This is an optimization exercise on Yosys and OpenROAD, whose aim is small area, a short achievable clock period and few clock cycles per item, not a production implementation. Where RTL was checked, it was by simulation tests only, not by an equivalence proof against the original. Power figures rest on the tool's default switching activity, not on a simulated workload.

## DCSformer
module DCSformer(
	clk,
	rst_n,
	i_valid,
	w_valid,
	i_data,
	w_data,
	w_ready,
	o_valid,
	o_data
);
Settings: LEC_CHECK=0, CAP_MARGIN=20, CORE_MARGIN=2, CORE_UTILIZATION=30, PLACE_DENSITY=0.5, SLEW_MARGIN=20; clock period 12.0 ns.
standard.sh (not shown) runs the stock make flow with config.mk's settings and CLKGATE_MAP_FILE= SYNTH_SCRIPT=/design/flow/synth_recipe.tcl, a recipe that flattens the netlist after the stock synthesis.
==> flow/flow/run.sh <==
#!/bin/bash
set -uo pipefail
cd "$(dirname "$0")/.."
bash standard.sh SETUP_SLACK_MARGIN=8.5 SKIP_GATE_CLONING=1 \
  "BUFFER_PORTS_ARGS=-buffer_cell sky130_fd_sc_hd__buf_4" finish > flow_standard.log 2>&1
Testbench counts at the start, summed over its fixed seeds: cycles 10,260, items 64.
==> next run, changes <==
--- a/flow/design.v
+++ b/flow/design.v
@@ -8,37 +8,45 @@
 	w_ready,
 	o_valid,
 	o_data
 );
 input               clk, rst_n, i_valid, w_valid;
 input         [7:0] i_data, w_data;
 output logic        w_ready, o_valid;
 output logic [31:0] o_data;
-localparam [2:0] S_IDLE = 3'd0, S_P1 = 3'd1, S_PRE = 3'd3,
+localparam [2:0] S_IDLE = 3'd0, S_P1 = 3'd1, S_TW = 3'd2, S_PRE = 3'd3,
                  S_WAIT = 3'd4, S_P2 = 3'd5;
 function automatic [35:0] csa;
 	input [17:0] x, y, z;
 	begin
 		csa = {((x & y) | (x & z) | (y & z)) << 1, x ^ y ^ z};
 	end
 endfunction
 function automatic [61:0] csa31;
 	input [30:0] x, y, z;
 	begin
 		csa31 = {((x & y) | (x & z) | (y & z)) << 1, x ^ y ^ z};
 	end
 endfunction
-logic       iv_r;
-logic [7:0] id_r;
-always_ff @(posedge clk or negedge rst_n) begin
-	if (!rst_n) iv_r <= 1'b0;
-	else iv_r <= i_valid;
-end
-always_ff @(posedge clk) id_r <= i_data;
+logic       iv_r, wv_r;
+logic [7:0] id_r, wd_r;
+always_ff @(posedge clk or negedge rst_n) begin
+	if (!rst_n) begin
+		iv_r <= 1'b0;
+		wv_r <= 1'b0;
+	end else begin
+		iv_r <= i_valid;
+		wv_r <= w_valid;
+	end
+end
+always_ff @(posedge clk) begin
+	id_r <= i_data;
+	wd_r <= w_data;
+end
 logic [6:0] cnt;
 always_ff @(posedge clk or negedge rst_n) begin
 	if (!rst_n) cnt <= 7'd0;
 	else if (iv_r) cnt <= cnt + 7'd1;
 end
 logic [111:0][7:0] xd;
 always_ff @(posedge clk) xd <= {xd[110:0], id_r};
 logic [2:0] st, st_n;
@@ -51,22 +59,23 @@
 always_comb begin
 	st_n = st;
 	s_n  = s;
 	h_n  = h;
 	case (st)
 		S_IDLE: begin
 			s_n = 3'd0;
 			h_n = 1'b0;
-			if (s2_end && row_2 == 3'd7) st_n = S_P1;
+			if (wr && wr_row == 3'd7) st_n = S_P1;
 		end
 		S_P1: begin
 			s_n = s + 3'd1;
-			if (s == 3'd7) st_n = S_PRE;
-		end
+			if (s == 3'd7) st_n = S_TW;
+		end
+		S_TW: st_n = S_PRE;
 		S_PRE: begin
 			s_n = 3'd0;
 			h_n = 1'b0;
 			st_n = (wcnt == 4'd8) ? S_P2 : S_WAIT;
 		end
 		S_WAIT: begin
 			if (wcnt == 4'd8) st_n = S_P2;
 		end
@@ -93,42 +102,42 @@
 		s2_end <= 1'b0;
 		wr     <= 1'b0;
 		w_ready <= 1'b0;
 		o_valid <= 1'b0;
 	end else begin
 		st <= st_n;
 		s  <= s_n;
 		h  <= h_n;
-		q_rrot  <= (st_n == S_P1 && s_n != 3'd0) || (st_n == S_PRE) || (st_n == S_P2 && h_n);
+		q_rrot  <= (st_n == S_P1 && s_n != 3'd7) || (st_n == S_PRE) || (st_n == S_P2 && h_n);
 		q_tadv  <= (st_n == S_PRE) || (st_n == S_P2 && h_n);
 		q_wrot  <= (st_n == S_P2 && h_n);
-		p1t     <= (st_n == S_P1 && s_n != 3'd0);
+		p1t     <= (st_n == S_P1);
 		s3_hi   <= (st == S_P2 && h);
 		s3_o    <= s3_hi;
-		s4_t    <= (st == S_P1);
+		s4_t    <= p1t;
 		s4_o    <= s3_o;
 		s2_end  <= iv_r & (cnt[3:0] == 4'd15);
 		wr      <= s2_end;
 		w_ready <= iv_r && (cnt == 7'd125);
 		o_valid <= s4_o;
 	end
 end
 always_ff @(posedge clk) begin
 	row_2  <= cnt[6:4];
 	wr_row <= row_2;
 end
 logic [7:0][7:0] wsr;
 always_ff @(posedge clk or negedge rst_n) begin
 	if (!rst_n) wcnt <= 4'd0;
 	else if (st == S_P2) wcnt <= 4'd0;
-	else if (w_valid) wcnt <= wcnt + 4'd1;
-end
-always_ff @(posedge clk) begin
-	if (w_valid || q_wrot) wsr <= {(q_wrot ? wsr[0] : w_data), wsr[7:1]};
+	else if (wv_r) wcnt <= wcnt + 4'd1;
+end
+always_ff @(posedge clk) begin
+	if (wv_r || q_wrot) wsr <= {(q_wrot ? wsr[0] : wd_r), wsr[7:1]};
 end
 logic [7:0][19:0] acc20;    
 logic [7:0][19:0] C0, C1, C2, C3;
 logic [3:0][19:0] C4;
 logic wrA0, wrA1, wrA2, wrA3, wrA4, wrB1, wrB2, wrB3;
 assign wrA0 = wr;
 assign wrA1 = wr && wr_row >= 3'd1;
 assign wrA2 = wr && wr_row >= 3'd2;
@@ -190,17 +199,17 @@
 				slo[m] <= p2h0_n && mask_n[m];
 				shi[m] <= p2h1_n && mask_n[m];
 				sw[m]  <= (st_n == S_P2) && mask_n[m];
 				clr[m] <= (sin[m] && cnt[3:0] == 4'd0) || (s2_end && row_2 == 3'd7) ||
 				          (st == S_P2 && !h);
 				thi[m] <= shi[m];
 			end
 		end
-		assign mask_n[m] = q_tadv ? (tapn[m] >= tq[2]) : mask[m];
+		assign mask_n[m] = q_tadv ? (tapn[m] >= tq[0]) : mask[m];
 		assign a = ({10{shi[m]}} & tap[m][19:10]) | ({10{slo[m]}} & tap[m][9:0]) |
 		           ({10{sin[m]}} & {2'b00, id_r});
 		assign b = ({8{sw[m]}} & wsr[(8-m)%8]) | ({8{sin[m]}} & xtap);
 		wire [17:0] pp0 = {8'd0, (a & {10{b[0]}})};
 		wire [17:0] pp1 = {7'd0, (a & {10{b[1]}}), 1'd0};
 		wire [17:0] pp2 = {6'd0, (a & {10{b[2]}}), 2'd0};
 		wire [17:0] pp3 = {5'd0, (a & {10{b[3]}}), 3'd0};
 		wire [17:0] pp4 = {4'd0, (a & {10{b[4]}}), 4'd0};
Cell area went up by 0.69%. Die area went down by 0.37%. Total power went down by 9.7%. Synthesized cell count went down by 0.89%. Sequential cell count went up by 9. Utilization went up by 0.33 points.
The RTL of the second run of this note was laid out without a check of its function.

separate check: timing with driven ports:
The flow's constraints put no driver on any port. The routed layouts listed below were extracted and timed again, unchanged, in two steps.
Step 1 sets driving cells, clkbuf_16 on the clock port and buf_2 on the other inputs (assumed; they add their load-dependent delay and slew).
Step 2 times the ports against the registers' clock, not the clock port: input delays grow and output delays shrink by t, the midpoint of the rising clock arrivals with the driver on.
Three values: no drivers, after step 1, after step 2; two values: the first two.
run	shift t [ns]	setup slack, ns	worst hold slack (ns)	clock arrival spread, ns	worst slew at a driven data input, ns
the first run	0.966	8.229 / 8.138 / 8.058	0.303 / 0.303 / 0.303	0.064 / 0.065	0.05
the second run	0.984	8.090 / 7.992 / 7.994	0.301 / 0.301 / 0.301	0.061 / 0.061	0.05
After both steps setup and hold are still met in every run listed. The setup slack of the first run, which loses most, moves by -0.091 ns with the drivers and by -0.171 ns with both steps. The worst setup slack also covers recovery checks on asynchronous resets.
